This design comes from an exercise in tuning for small area, a short achievable clock period and few clock cycles per item on the open sky130 flow, not from production work. In this exercise RTL edits were held to simulation tests only and were not proved equivalent to the original. Power is estimated from default activity; no workload was simulated.

**design.v**
```verilog
`resetall
`timescale 1ns / 1ps
`default_nettype none
module axi_stream_insert_header #(
    parameter DATA_WD = 128,
    parameter DATA_BYTE_WD = DATA_WD / 8
) (
    input                        clk,
    input                        rst,
    input                        s00_axis_tvalid,
    input   [DATA_WD-1 : 0]      s00_axis_tdata,
    input   [DATA_BYTE_WD-1 : 0] s00_axis_tkeep,
    output                       s00_axis_tready,
    input                        s01_axis_tvalid,
    input   [DATA_WD-1 : 0]      s01_axis_tdata,
    input   [DATA_BYTE_WD-1 : 0] s01_axis_tkeep,
    input                        s01_axis_tlast,
    output                       s01_axis_tready,
    output                       m_axis_tvalid,
    output  [DATA_WD-1 : 0]      m_axis_tdata,
    output  [DATA_BYTE_WD-1 : 0] m_axis_tkeep,
    output                       m_axis_tlast,
    input                        m_axis_tready
);
    reg         st_act;
    reg         st_tail;
    reg [3:0]   s;           
    reg [3:0]   tk;          
    reg [127:0] P;
    wire st_nohdr = !st_act && !st_tail;
    wire [3:0] hs;
    assign hs[3] = s00_axis_tkeep[8];
    assign hs[2] = (s00_axis_tkeep[4] & !s00_axis_tkeep[8]) | s00_axis_tkeep[12];
    assign hs[1] = (s00_axis_tkeep[2] & !s00_axis_tkeep[4]) | (s00_axis_tkeep[6] & !s00_axis_tkeep[8])
                 | (s00_axis_tkeep[10] & !s00_axis_tkeep[12]) | s00_axis_tkeep[14];
    assign hs[0] = (s00_axis_tkeep[1] & !s00_axis_tkeep[2]) | (s00_axis_tkeep[3] & !s00_axis_tkeep[4])
                 | (s00_axis_tkeep[5] & !s00_axis_tkeep[6]) | (s00_axis_tkeep[7] & !s00_axis_tkeep[8])
                 | (s00_axis_tkeep[9] & !s00_axis_tkeep[10]) | (s00_axis_tkeep[11] & !s00_axis_tkeep[12])
                 | (s00_axis_tkeep[13] & !s00_axis_tkeep[14]) | s00_axis_tkeep[15];
    wire [3:0] ds;
    assign ds[3] = s01_axis_tkeep[7];
    assign ds[2] = (s01_axis_tkeep[11] & !s01_axis_tkeep[7]) | s01_axis_tkeep[3];
    assign ds[1] = (s01_axis_tkeep[13] & !s01_axis_tkeep[11]) | (s01_axis_tkeep[9] & !s01_axis_tkeep[7])
                 | (s01_axis_tkeep[5] & !s01_axis_tkeep[3]) | s01_axis_tkeep[1];
    assign ds[0] = (s01_axis_tkeep[14] & !s01_axis_tkeep[13]) | (s01_axis_tkeep[12] & !s01_axis_tkeep[11])
                 | (s01_axis_tkeep[10] & !s01_axis_tkeep[9]) | (s01_axis_tkeep[8] & !s01_axis_tkeep[7])
                 | (s01_axis_tkeep[6] & !s01_axis_tkeep[5]) | (s01_axis_tkeep[4] & !s01_axis_tkeep[3])
                 | (s01_axis_tkeep[2] & !s01_axis_tkeep[1]) | s01_axis_tkeep[0];
    wire [4:0] sum   = {1'b0, s} + {1'b0, ds} + 5'd1;
    wire       spill = sum[4];
    wire       lastfit = s01_axis_tlast & !spill;
    wire [3:0] tsel = st_tail ? tk : sum[3:0];
    wire       short = st_tail | lastfit;
    reg  [15:0] keep_out;
    integer j;
    always @(*) begin
        for (j = 0; j < 16; j = j + 1)
            keep_out[j] = !short || (j >= 15 - tsel);
    end
    wire [247:0] win = {P, s01_axis_tdata[127:8]};
    wire [183:0] w3 = s[3] ? win[247:64] : win[183:0];
    wire [151:0] w2 = s[2] ? w3[183:32]  : w3[151:0];
    wire [135:0] w1 = s[1] ? w2[151:16]  : w2[135:0];
    wire [127:0] w0 = s[0] ? w1[135:8]   : w1[127:0];
    assign m_axis_tdata    = w0;
    assign m_axis_tkeep    = keep_out;
    assign m_axis_tvalid   = (st_act & s01_axis_tvalid) | st_tail;
    assign m_axis_tlast    = st_tail | lastfit;
    assign s01_axis_tready = st_act & m_axis_tready;
    assign s00_axis_tready = st_nohdr | (m_axis_tready & m_axis_tvalid & m_axis_tlast);
    wire fire  = m_axis_tvalid & m_axis_tready;
    wire hfire = s00_axis_tvalid & s00_axis_tready;
    always @(posedge clk) begin
        if (hfire)
            P <= s00_axis_tdata;
        else if (fire & st_act)
            P <= s01_axis_tdata;
    end
    always @(posedge clk) begin
        if (hfire)
            s <= hs;
        if (fire & st_act & s01_axis_tlast & spill)
            tk <= sum[3:0];
    end
    always @(posedge clk) begin
        if (rst) begin
            st_act  <= 1'b0;
            st_tail <= 1'b0;
        end else begin
            if (hfire) begin
                st_act  <= 1'b1;
                st_tail <= 1'b0;
            end else if (fire & m_axis_tlast) begin
                st_act  <= 1'b0;
                st_tail <= 1'b0;
            end else if (fire & st_act & s01_axis_tlast) begin
                st_act  <= 1'b0;
                st_tail <= 1'b1;
            end
        end
    end
endmodule
`resetall
```
**run.sh**
```bash
#!/bin/bash
# synth_recipe.tcl (not shown) runs the flow's synth.tcl, then flattens the netlist and writes it again
# the make line also repeats each setting of config.mk as NAME=value (left out here)
make -C /OpenROAD-flow-scripts/flow DESIGN_CONFIG=/design/flow/config.mk WORK_HOME=/design/flow/orfs CLKGATE_MAP_FILE= SYNTH_SCRIPT=/design/flow/synth_recipe.tcl finish
```
**config.mk**
```make
export PLATFORM = sky130hd
export DESIGN_NAME = axi_stream_insert_header
export DESIGN_NICKNAME = axi_stream_insert_header
export VERILOG_FILES = /design/flow/design.v
export SDC_FILE = /design/flow/constraint.sdc
export NUM_CORES = 4
export LEC_CHECK = 0
export CAP_MARGIN = 20
export CORE_MARGIN = 2
export CORE_UTILIZATION = 25
export SETUP_SLACK_MARGIN = 0.5
export SLEW_MARGIN = 20
```
**constraint.sdc**
```tcl
create_clock -name core_clock -period 14.0 [get_ports {clk}]
set_input_delay 2.8000 -clock core_clock [delete_from_list [all_inputs] [get_ports {clk}]]
set_output_delay 2.8000 -clock core_clock [all_outputs]
set_load 0.01 [all_outputs]
```
==> impl_metrics.yaml, run 1 <==
final_layout:
  flow.area_growth_from_synthesis_pct: 38.42
  layout_cells_sized_above_1: 0.1813
  finish.net_count: 1858
sta:
  rsz0062_at_grt: "false"
  fin_skew_ns: 0.008685
  max_clock_freq_mhz: 111.4
  post-route-min-period_ns: 8.979
  report.final.slew_viol_count: 0
  slew_at_the_pin_closest_to_its_max_slew_limit_ns: 0.9924
  finalHoldWorstSlack_ns: 0.7037
  post-route-period-util: 0.6414
  timing.final.setup_violations: 0
  totalNegativeSetupSlack_ns: 0
  maxSlewHeadroom: 0.3384
  finalHoldViolCount: 0
die:
  start_util: 0.2528
  floorplan.die_area_sq_mm: 0.05751
  placeableCoreArea_sq_mm: 0.05499
  top_level_ports: 442
  fp.dieW_um: 239.8
  die_h_um: 239.8
  row_count: 86
pwr:
  leakage_dissipation_nw: 7.398
  pwr_density_cell_mw_per_mm2: 98.74
  peakVddDrop_uv: 104.2
clock_tree:
  cts_sinks: 138
  cts.repair.resized: 0
  cts-root-to-sink-buffers: 2
  htree_levels: 4
  tritoncts: "built"
  clk_root_buffer_cell: "clkbuf_16"
  cts_made_buffers: 17
  worst_skew_pair_latency_ns: 0.49
  cts.reportedPaths.clkPinSlew_ns: 0.06
  cts_hold_buf: 0
  cts.repair_timing.setup_buffer_count: 0
global_routing:
  antenna_found_initial: 4
  overall_global_routing_resource_usage: 0.2315
  grt-ovfl-total: 0
  pin_count_of_the_biggest_net_entering_global_routing: 116
  grt_first_pass_wirelength_um: 92310
  vias_in_the_first_global_route: 12089
routing:
  drtAntennaViolNets: 0
  first_iter_violations: 1196
  postRouteWirelength_um: 67850
  firstDrtPassIters: 6
  wl_per_cell_um: 29.23
  routed-via-count: 12240
  vias_per_cell: 5.274
  post-route-drc-count: 0
yosys:
  ys.flop_type: "edfxtp_1"
  postSynthAreaPerCell_sq_um: 11.71
  synth-warning-count: 1
  syn-num-nets: 1486
  synth_cells: 1187
  post_synth_edffs: 136
  syn_area_sq_mm: 0.01390
  sequential_cell_area_fraction_in_the_yosys_report: 0.2967
  proportion_of_synthesized_flip_flops_having_asynchronous_set_or_reset: 0
  yosysUniqueCellTypes: 62
  postSynthRegisterBits: 138
setup_path:
  data_arrival_time_at_the_worst_slack_endpoint_ns: 6.18
  crit_type: "in2out"
  path_cells: "clkdlybuf4s50_1 > nor2b_1 > a21oi_1 > and3_1 > ha_1 > fa_1 > nand2b_2 > a2bb2oi_1 > o32ai_1 > o2111ai_1 > clkdlybuf4s50_1"
  critPathCaptureType: "output pin"
  critPathMaxFanout: 4
  cpMostUsedCell: "clkdlybuf4s50_1"
  startpoint_type: "primary input"
  cpPeakStageDelay_ns: 0.56
  worst_path_max_delay_cell: "clkdlybuf4s50_1"
  cp_data_required_time_ns: 11.20
place:
  place.detailed.hpwl_um: 55050
  finalWeightedCongestion: 0.9196
  placement.io_buffers: 438
run:
  max_cap_viol: 0
worst_hold_path:
  hold_path_class: "reg2reg"
status:
  outcome: "no timing/DRC/antenna violations"
[path summary, 6_finish.rpt]
kind                      from  cells after the start  slack [ns]               end
max          s01_axis_tkeep[7]                     11        5.02  m_axis_tkeep[14]
max reg2reg               s[0]                     10        9.68             P[32]
min                     st_act                      3        0.70            st_act
min reg2reg             st_act                      3        0.70            st_act
[Yosys cell counts, types with 2 or more instances]
cell / count / share of area
mux2_4: 109 / 0.12
a31oi_1: 9 / 0.0041
and2_1: 2 / 0.00090
nand2_1: 90 / 0.024
clkbuf_1: 18 / 0.0049
a21oi_1: 21 / 0.0076
nand3_1: 13 / 0.0047
buf_4: 13 / 0.0070
o211ai_1: 19 / 0.010
buf_2: 32 / 0.012
xor2_1: 2 / 0.0013
buf_1: 12 / 0.0032
nor2b_1: 7 / 0.0032
a221o_1: 8 / 0.0058
inv_2: 3 / 0.00081
o22ai_1: 10 / 0.0045
buf_6: 20 / 0.016
buf_12: 11 / 0.016
nand3b_1: 2 / 0.0011
nor3_1: 2 / 0.00072
inv_1: 28 / 0.0076
o221ai_1: 18 / 0.011
mux2i_1: 289 / 0.21
a221oi_1: 3 / 0.0019
o2111ai_1: 2 / 0.0013
nor3b_1: 2 / 0.0011
mux4_2: 49 / 0.079
a22oi_1: 87 / 0.047
dfxtp_1: 2 / 0.0029
nand2b_1: 7 / 0.0032
o21a_1: 2 / 0.0011
a222oi_1: 7 / 0.0050
edfxtp_1: 136 / 0.29
nor2_1: 44 / 0.012
a21o_1: 4 / 0.0022
o31a_1: 9 / 0.0057
ha_1: 4 / 0.0036
o21ai_0: 9 / 0.0032
mux2_2: 59 / 0.048
[cell usage in the layout, fill, tap and decap left out, types with 21 or more instances in the layout]
cell / count
clkdlybuf4s50_1: 438
mux2i_1: 289
edfxtp_1: 136
mux2_4: 109
nand2_1: 90
a22oi_1: 87
mux2_2: 59
mux4_2: 49
nor2_1: 43
inv_1: 28
a21oi_1: 21
buf_4: 21
[state kept, by name, indices dropped and copies added, names as in the netlist]
| name | cells |
|---|---|
| s | 4 |
| st_act | 1 |
| tk | 4 |
| st_tail | 1 |
| P | 128 |
[metrics by stage]
step	total power [mW]	instances	instance area, sq um	utilization	setup slack (ns)
2_1_floorplan	0.9680	1187	13900	-	5.386
3_3_place_gp	1.386	2288	18600	0.3383	5.048
3_5_place_dp	1.391	2288	18600	0.3383	5.039
4_1_cts	1.914	2320	19240	0.3499	5.022
5_1_grt	1.973	2321	19240	0.3499	4.907
6_report	1.900	2321	19240	0.3499	5.021
[report_power, final]
group	total, mW	switching, mW	internal (mW)	leakage (nW)
Combinational	0.856	0.458	0.398	5.77
Sequential	0.530	0.0208	0.510	1.32
Clock	0.513	0.213	0.301	0.305
[layout make-up]
type | instances | area, sq um
fill | 5478 | 35740
multi-input combinational | 911 | 8856
timing repair buffer | 460 | 4562
sequential | 138 | 4124
tap | 748 | 935.9
clock buffer | 17 | 425.4
clock inverter | 15 | 214.0
inverter | 31 | 121.4
antenna | 1 | 2.502
[per-layer routing]
metal,track usage,routed length (um)
met1,0.3080,29660
met2,0.3589,30370
met3,0.06131,5453
met4,0.08466,2333
met5,0,41
[critical path, delay by kind of cell]
kind / cells / cell delay, ns
adders and majority gates: 2 / 0.67
AOI/OAI and AO/OA: 4 / 1.06
buffers and inverters: 2 / 1.07
and+or+nand+nor: 3 / 0.57
[logic make-up (layout without fill, tap and decap cells)]
| family | Yosys count | in the layout | share of synthesized area |
|---|---|---|---|
| AOI/OAI and AO/OA | 219 | 219 | 0.1196 |
| adders and majority gates | 5 | 5 | 0.005041 |
| and+or+nand+nor | 178 | 178 | 0.05599 |
| other | 1 | 2 | 0.0002698 |
| DFF | 138 | 138 | 0.2967 |
| xor gates and xnor gates | 2 | 2 | 0.001260 |
| muxes | 506 | 506 | 0.4530 |
| buffers and inverters | 138 | 523 | 0.06814 |
Testbench counts, summed over its fixed seeds: cycles 6,613, packets 1,280.
==> inputs of run 2 (changes only) <==
--- a/design.v
+++ b/design.v
@@ -47,14 +47,17 @@
                  | (s01_axis_tkeep[6] & !s01_axis_tkeep[5]) | (s01_axis_tkeep[4] & !s01_axis_tkeep[3])
                  | (s01_axis_tkeep[2] & !s01_axis_tkeep[1]) | s01_axis_tkeep[0];
-    wire [4:0] sum   = {1'b0, s} + {1'b0, ds} + 5'd1;
-    wire       spill = sum[4];
+    wire       spill   = s01_axis_tkeep[s];
     wire       lastfit = s01_axis_tlast & !spill;
-    wire [3:0] tsel = st_tail ? tk : sum[3:0];
-    wire       short = st_tail | lastfit;
-    reg  [15:0] keep_out;
+    wire [3:0] tnext   = s + ds + 4'd1;
+    wire [30:0] kwin = {16'hFFFF, s01_axis_tkeep[15:1]};
+    wire [22:0] k3 = s[3] ? kwin[30:8] : kwin[22:0];
+    wire [18:0] k2 = s[2] ? k3[22:4]   : k3[18:0];
+    wire [16:0] k1 = s[1] ? k2[18:2]   : k2[16:0];
+    wire [15:0] k0 = s[0] ? k1[16:1]   : k1[15:0];
+    reg  [15:0] keep_tail;
     integer j;
     always @(*) begin
         for (j = 0; j < 16; j = j + 1)
-            keep_out[j] = !short || (j >= 15 - tsel);
+            keep_tail[j] = (j >= 15 - tk);
     end
     wire [247:0] win = {P, s01_axis_tdata[127:8]};
@@ -64,5 +67,5 @@
     wire [127:0] w0 = s[0] ? w1[135:8]   : w1[127:0];
     assign m_axis_tdata    = w0;
-    assign m_axis_tkeep    = keep_out;
+    assign m_axis_tkeep    = st_tail ? keep_tail : k0;
     assign m_axis_tvalid   = (st_act & s01_axis_tvalid) | st_tail;
     assign m_axis_tlast    = st_tail | lastfit;
@@ -81,5 +84,5 @@
             s <= hs;
         if (fire & st_act & s01_axis_tlast & spill)
-            tk <= sum[3:0];
+            tk <= tnext;
     end
     always @(posedge clk) begin
==> impl_metrics.yaml, run 2 <==
sta:
  maxSlewHeadroom: 0.3475
  max_clock_freq_mhz: 122.9
  final_critical_path_setup_slack_ns: 5.864
  post-route-min-period_ns: 8.136
  report.final.slew_viol_count: 0
  totalNegativeSetupSlack_ns: 0
  rsz0062_at_grt: "false"
  slew_at_the_pin_closest_to_its_max_slew_limit_ns: 0.9787
  finalHoldViolCount: 0
  post-route-period-util: 0.5811
  timing.final.setup_violations: 0
  fin_skew_ns: 0.007002
  finalHoldWorstSlack_ns: 0.6418
yosys:
  xor_and_xnor_fraction_of_the_mapped_netlist_area: 0.001951
  post_synth_edffs: 136
  proportion_of_synthesized_flip_flops_having_asynchronous_set_or_reset: 0
  synth.area.mux_share: 0.4119
  synth_compound_gate_area_share: 0.08957
  yosys.area_share.simple: 0.1333
  sequential_cell_area_fraction_in_the_yosys_report: 0.3062
  syn_area_sq_mm: 0.01347
  postSynthRegisterBits: 138
  postSynthAreaPerCell_sq_um: 10.78
  syn-num-nets: 1547
  yosys.area_share.adder: 0.004274
  yosysUniqueCellTypes: 54
  ys_top_cells_by_count: "nand2_1, edfxtp_1, mux4_2, mux2_1, mux2i_1"
  synth_cells: 1249
  post-synth-top-area-cell: "edfxtp_1"
  post_synth_main_area_contributors: "edfxtp_1, mux4_2, mux2_1, mux2i_1, nand2_1"
  ys.flop_type: "edfxtp_1"
  synth.top_cell.area_share: 0.3033
  largest_family_of_logic_cells_by_synthesized_area: "multiplexers"
  synth-warning-count: 1
  yosys.cell_count.top_type: "nand2_1"
place:
  place.detailed.hpwl_um: 48980
  placement.io_buffers: 439
  cell_count_post_placement: 2283
  post-place-ws_ns: 5.827
  finalWeightedCongestion: 0.9090
final_layout:
  multiInputGateArea_sq_mm: 0.008657
  area.sequential_sq_mm: 0.004124
  layout_cells_sized_above_1: 0.1396
  most-common-layout-cells: "clkdlybuf4s50_1, nand2_1, edfxtp_1"
  flow.area_growth_from_synthesis_pct: 39.99
  largest_registers: "P: 128 flops, s: 4 flops, tk: 4 flops"
  largest-register: "P"
  finish.cell_count_without_fillers: 2317
  most_common_cell_after_layout_fill_and_taps_aside: "clkdlybuf4s50_1"
  final_core_utilization: 0.3524
  n_fill_cell: 5313
  max_reg_flops: 128
  finish.net_count: 1904
setup_path:
  critPathCaptureType: "output pin"
  data_arrival_time_at_the_worst_slack_endpoint_ns: 5.34
  startpoint_type: "primary input"
  cp_data_required_time_ns: 11.20
  critPathMaxFanout: 5
  crit_type: "in2out"
  ff2ff_path_depth: 9
routing:
  drtAntennaViolNets: 0
  firstDrtPassIters: 5
  routed-via-count: 12267
  post-route-drc-count: 0
  postRouteWirelength_um: 60450
  first_iter_violations: 905
  vias_per_cell: 5.294
  wl_per_cell_um: 26.09
pwr:
  leakage_dissipation_nw: 6.889
  pwr_density_cell_mw_per_mm2: 95.41
  peakVddDrop_uv: 86.38
global_routing:
  grt_first_pass_wirelength_um: 86030
  overall_global_routing_resource_usage: 0.2152
  pin_count_of_the_biggest_net_entering_global_routing: 113
  vias_in_the_first_global_route: 12592
  grt-ovfl-total: 0
  antenna_found_initial: 1
die:
  row_count: 85
  placeableCoreArea_sq_mm: 0.05350
  die_h_um: 236.1
  top_level_ports: 442
  start_util: 0.2517
  floorplan.die_area_sq_mm: 0.05574
  fp.dieW_um: 236.1
clock_tree:
  cts.reportedPaths.clkPinSlew_ns: 0.07
  cts-root-to-sink-buffers: 2
  worst_skew_pair_latency_ns: 0.48
  cts.repair.resized: 0
  cts_made_buffers: 17
  clk_root_buffer_cell: "clkbuf_16"
  cts_sinks: 138
  cts_hold_buf: 0
  htree_levels: 4
  tritoncts: "built"
  cts.repair_timing.setup_buffer_count: 0
worst_hold_path:
  count_of_cells_along_the_worst_hold_path: 2
  hold_path_class: "reg2reg"
run:
  max_cap_viol: 0
status:
  outcome: "no timing/DRC/antenna violations"
run 2: cell types whose count changed after synthesis, sizes merged, moves of 34 or more:
cell and change:
and3 +98, mux2i -186, mux4 +78, a22oi -85, a31oi +82, nand2 +135, clkbuf +34
run 2: cell families after synthesis:
group                      after synthesis
AOI/OAI and AO/OA                      194
xor gates and xnor gates                 3
other                                    1
adders and majority gates                4
buffers and inverters                  139
DFF                                    138
and+or+nand+nor                        393
muxes                                  377
run 2: path summary, 6_finish.rpt:
check / startpoint / to / slack (ns)
min reg2reg: st_act / st_tail / 0.64
min: st_act / st_tail / 0.64
max reg2reg: s[1] / P[125] / 8.88
max: s01_axis_tkeep[7] / s00_axis_tready / 5.86
run 2: worst max-delay path: stages:
cell and delay (ns):
clkdlybuf4s50_1 0.58, mux2_1 0.37, mux4_2 0.51, mux2i_1 0.35, a21o_1 0.18, clkdlybuf4s50_1 0.54
run 2: per-layer routing:
layer,GRT usage,up-vias,part of all wire
li1,-,5594,-
met1,0.2375,6123,0.38
met2,0.3901,489,0.52
met3,0.06167,61,0.071
met4,0.08049,0,0.033
met5,0,-,0
run 2: through the flow:
step / cell area [sq um] / total power [mW]
finish: 18850 / 1.799
detailed placement: 18270 / 1.352
global placement: 18270 / 1.349
CTS: 18850 / 1.824
global route: 18850 / 1.884
floorplan: 13470 / 0.9508
run 2: cell type report:
type,instances,area share
Clock inverter,15,0.008097
Inverter,21,0.004380
Sequential cell,138,0.2188
Multi-Input combinational cell,972,0.4592
Tap cell,696,0.04619
Timing Repair Buffer,456,0.2405
Antenna cell,2,0.0002655
Clock buffer,17,0.02257
run 2: power by group:
group | internal, mW | total (mW) | leakage [nW] | switching (mW)
clock network | 0.260 | 0.462 | 0.261 | 0.202
logic | 0.385 | 0.795 | 5.29 | 0.410
registers | 0.517 | 0.541 | 1.34 | 0.0243
Testbench counts of run 2, summed over its fixed seeds: cycles 6,613, packets 1,280.
==> inputs of run 3 (changes only) <==
==> flow/run.sh (new file) <==
#!/bin/bash
# Standard ORFS layout, with the port buffers made from the smallest buffer cell
# instead of the flow's default delay-buffer cell.
set -euo pipefail
echo "export BUFFER_PORTS_ARGS = -buffer_cell sky130_fd_sc_hd__buf_1" >> config.mk
bash standard.sh > standard.log 2>&1
==> standard.sh (new file) <==
#!/bin/bash
# synth_recipe.tcl (not shown) runs the flow's synth.tcl, then flattens the netlist and writes it again
# the make line also repeats each setting of config.mk as NAME=value (left out here)
make -C /OpenROAD-flow-scripts/flow DESIGN_CONFIG=/design/flow/config.mk WORK_HOME=/design/flow/orfs CLKGATE_MAP_FILE= SYNTH_SCRIPT=/design/flow/synth_recipe.tcl "${@:-finish}"
--- a/config.mk
+++ b/config.mk
@@ -11,2 +11,3 @@
 export SETUP_SLACK_MARGIN = 0.5
 export SLEW_MARGIN = 20
+export BUFFER_PORTS_ARGS = -buffer_cell sky130_fd_sc_hd__buf_1
removed: run.sh
==> impl_metrics.yaml, run 3 <==
routing:
  firstDrtPassIters: 5
  postRouteWirelength_um: 59970
  vias_per_cell: 5.394
  first_iter_violations: 959
  post-route-drc-count: 0
  routed-via-count: 12499
  wl_per_cell_um: 25.88
  drtAntennaViolNets: 0
setup_path:
  startpoint_type: "primary input"
  cell_class_contributing_the_biggest_share_of_worst_path_delay: "multiplexers"
  worst_path_max_delay_cell: "mux2i_1"
  critPathMaxFanout: 3
  cpPeakStageDelay_ns: 0.59
  cp_num_buf_inv: 2
  cp_data_required_time_ns: 11.20
  path_cells: "buf_1 > mux2i_1 > mux2i_1 > nand2_1 > and3_1 > a31oi_1 > buf_1"
  critPathCaptureType: "output pin"
  data_arrival_time_at_the_worst_slack_endpoint_ns: 4.53
  crit_type: "in2out"
yosys:
  ys.flop_type: "edfxtp_1"
  yosys.cell_count.top_type: "nand2_1"
  proportion_of_synthesized_flip_flops_having_asynchronous_set_or_reset: 0
  ys_top_cells_by_count: "nand2_1, edfxtp_1, mux4_2, mux2_1, mux2i_1"
  synth_cells: 1249
  post_synth_edffs: 136
  synth.top_cell.area_share: 0.3033
  synth-warning-count: 1
  post-synth-top-area-cell: "edfxtp_1"
  post_synth_main_area_contributors: "edfxtp_1, mux4_2, mux2_1, mux2i_1, nand2_1"
  postSynthRegisterBits: 138
  yosysUniqueCellTypes: 54
  syn_area_sq_mm: 0.01347
  postSynthAreaPerCell_sq_um: 10.78
  sequential_cell_area_fraction_in_the_yosys_report: 0.3062
  syn-num-nets: 1547
run:
  max_cap_viol: 0
clock_tree:
  cts-root-to-sink-buffers: 2
  tritoncts: "built"
  htree_levels: 4
  cts_hold_buf: 0
  cts_made_buffers: 17
  cts.repair_timing.setup_buffer_count: 0
  worst_skew_pair_latency_ns: 0.48
  cts_sinks: 138
  cts.reportedPaths.clkPinSlew_ns: 0.07
  cts.repair.resized: 0
  clk_root_buffer_cell: "clkbuf_16"
sta:
  max_clock_freq_mhz: 136.4
  finalHoldViolCount: 0
  post-route-min-period_ns: 7.332
  totalNegativeSetupSlack_ns: 0
  timing.final.setup_violations: 0
  fin_skew_ns: 0.01185
  report.final.slew_viol_count: 0
  slew_at_the_pin_closest_to_its_max_slew_limit_ns: 1.014
  maxSlewHeadroom: 0.3242
  post-route-period-util: 0.5237
  rsz0062_at_grt: "false"
final_layout:
  most_common_cell_after_layout_fill_and_taps_aside: "buf_1"
  most-common-layout-cells: "buf_1, nand2_1, edfxtp_1"
  flow.area_growth_from_synthesis_pct: 19.57
  n_fill_cell: 5588
  finish.net_count: 1906
  layout_cells_sized_above_1: 0.1407
  max_reg_flops: 128
  largest_registers: "P: 128 flops, s: 4 flops, tk: 4 flops"
  area.sequential_sq_mm: 0.004124
  largest-register: "P"
  antenna_cells: 0
  finish.instance_area_sq_mm: 0.01610
  multiInputGateArea_sq_mm: 0.008657
die:
  top_level_ports: 442
  fp.dieW_um: 236.1
  start_util: 0.2517
  floorplan.die_area_sq_mm: 0.05574
  row_count: 85
  die_h_um: 236.1
  placeableCoreArea_sq_mm: 0.05350
pwr:
  clockPowerShare: 0.278
  pwr-share-comb: 0.398
  peakVddDrop_uv: 85.36
  leakage_dissipation_nw: 5.701
  power.internal_mw: 1.029
  post-layout-total-power_mw: 1.672
  netSwitchingPower_mw: 0.6428
  pwr_density_cell_mw_per_mm2: 103.8
  pwr-share-seq: 0.324
  switching_share: 0.3844
global_routing:
  overall_global_routing_resource_usage: 0.2136
  vias_in_the_first_global_route: 12396
  grt_first_pass_wirelength_um: 85190
  grt-ovfl-total: 0
  pin_count_of_the_biggest_net_entering_global_routing: 92
  antenna_found_initial: 1
place:
  finalWeightedCongestion: 0.9007
  placement.cell_area_sq_mm: 0.01552
  placement.io_buffers: 439
  place.detailed.hpwl_um: 48950
worst_hold_path:
  hold_path_class: "reg2reg"
status:
  outcome: "no timing/DRC/antenna violations"
## run 3: area by class of cell
cell class	instances	share of cell area
clock inverters	15	0.009402
well taps	696	0.05408
repair buffers	458	0.1112
multi-input cells	972	0.5376
flip-flops and latches	138	0.2561
clock buffers	17	0.02642
inverters	21	0.005129
## run 3: tightest hold or removal path, delay by kind of cell (launching register included)
kind | cells | cell delay [ns]
AOI/OAI and AO/OA | 1 | 0.07
DFF | 1 | 0.40
and+or+nand+nor | 1 | 0.14
## run 3: metrics by stage
stage | instances | utilization | setup WS [ns] | hold WS (ns)
after floorplan | 1249 | - | 4.174 | 0.5316
after global placement | 2285 | 0.2902 | 6.634 | 0.6158
after detailed placement | 2285 | 0.2902 | 6.638 | 0.6395
after CTS | 2317 | 0.3010 | 6.600 | 0.6583
after global routing | 2317 | 0.3010 | 6.519 | 0.7037
final | 2317 | 0.3010 | 6.668 | 0.6634
## run 3: path summary, 6_finish.rpt
| path | slack [ns] | start | depth (start not counted) | end |
|---|---|---|---|---|
| setup reg to reg | 8.89 | s[0] | 8 | P[126] |
| hold reg to reg | 0.66 | st_act | 2 | st_tail |
| hold / removal | 0.66 | st_act | 2 | st_tail |
| setup / recovery | 6.67 | s01_axis_tdata[103] | 7 | m_axis_tdata[55] |
## run 3: power groups by stage
| stage | Clock [mW] | Sequential, mW | Combinational [mW] |
|---|---|---|---|
| 6_report | 0.465 | 0.542 | 0.666 |
| 5_1_grt | 0.493 | 0.547 | 0.716 |
| 4_1_cts | 0.478 | 0.541 | 0.678 |
| 3_5_place_dp | 0 | 0.550 | 0.675 |
| 3_3_place_gp | 0 | 0.546 | 0.670 |
| 2_1_floorplan | 0 | 0.548 | 0.403 |
## run 3: logic make-up (layout without fill, tap and decap cells)
kind of cell,after synthesis,count (layout),share of synthesized area
xor+xnor,3,3,0.001951
fa+ha+maj,4,4,0.004274
buf+inv,139,511,0.05249
simple gates,393,393,0.1333
other cells,1,1,0.0002785
compound gates,194,194,0.08957
flops,138,138,0.3062
mux,377,377,0.4119
## run 3: metal layers
layer,track usage,part of all wire,up-vias
met4,0.09110,0.039,0
met2,0.3841,0.52,539
met5,0,0,-
met1,0.2399,0.37,6293
met3,0.05184,0.068,68
li1,-,-,5599

-- separate check: timing with driven ports --
How much do the figures lean on ideal ports? The routed layouts below were timed once more, with nothing changed but the port constraints.
Step 1 assumes that a clkbuf_16 drives the clock port and a buf_2 every other input.
Step 2 adds t to the input delays and takes it off the output delays; t is the mean of the earliest and latest rising clock arrival at the registers after step 1. Input paths then give back, and output paths get back, about the clock's delay inside the block.
Three values: ideal ports, drivers, drivers and shift; two values: the first two.
run | t, ns | slack for setup (ns) | worst hold slack (ns) | clock arrival spread, ns | cell pins on the clock port's net
run 1 | 0.546 | 5.021 / 4.999 / 4.999 | 0.704 / 0.704 / 0.704 | 0.011 / 0.011 | 1
run 2 | 0.527 | 5.864 / 5.830 / 5.830 | 0.642 / 0.642 / 0.642 | 0.008 / 0.008 | 1
run 3 | 0.526 | 6.668 / 6.639 / 6.639 | 0.663 / 0.663 / 0.663 | 0.015 / 0.015 | 1
After both steps setup and hold are still met in every run listed. For run 2, which loses most, drivers alone change the setup slack by -0.034 ns; drivers and shift together by -0.034 ns.
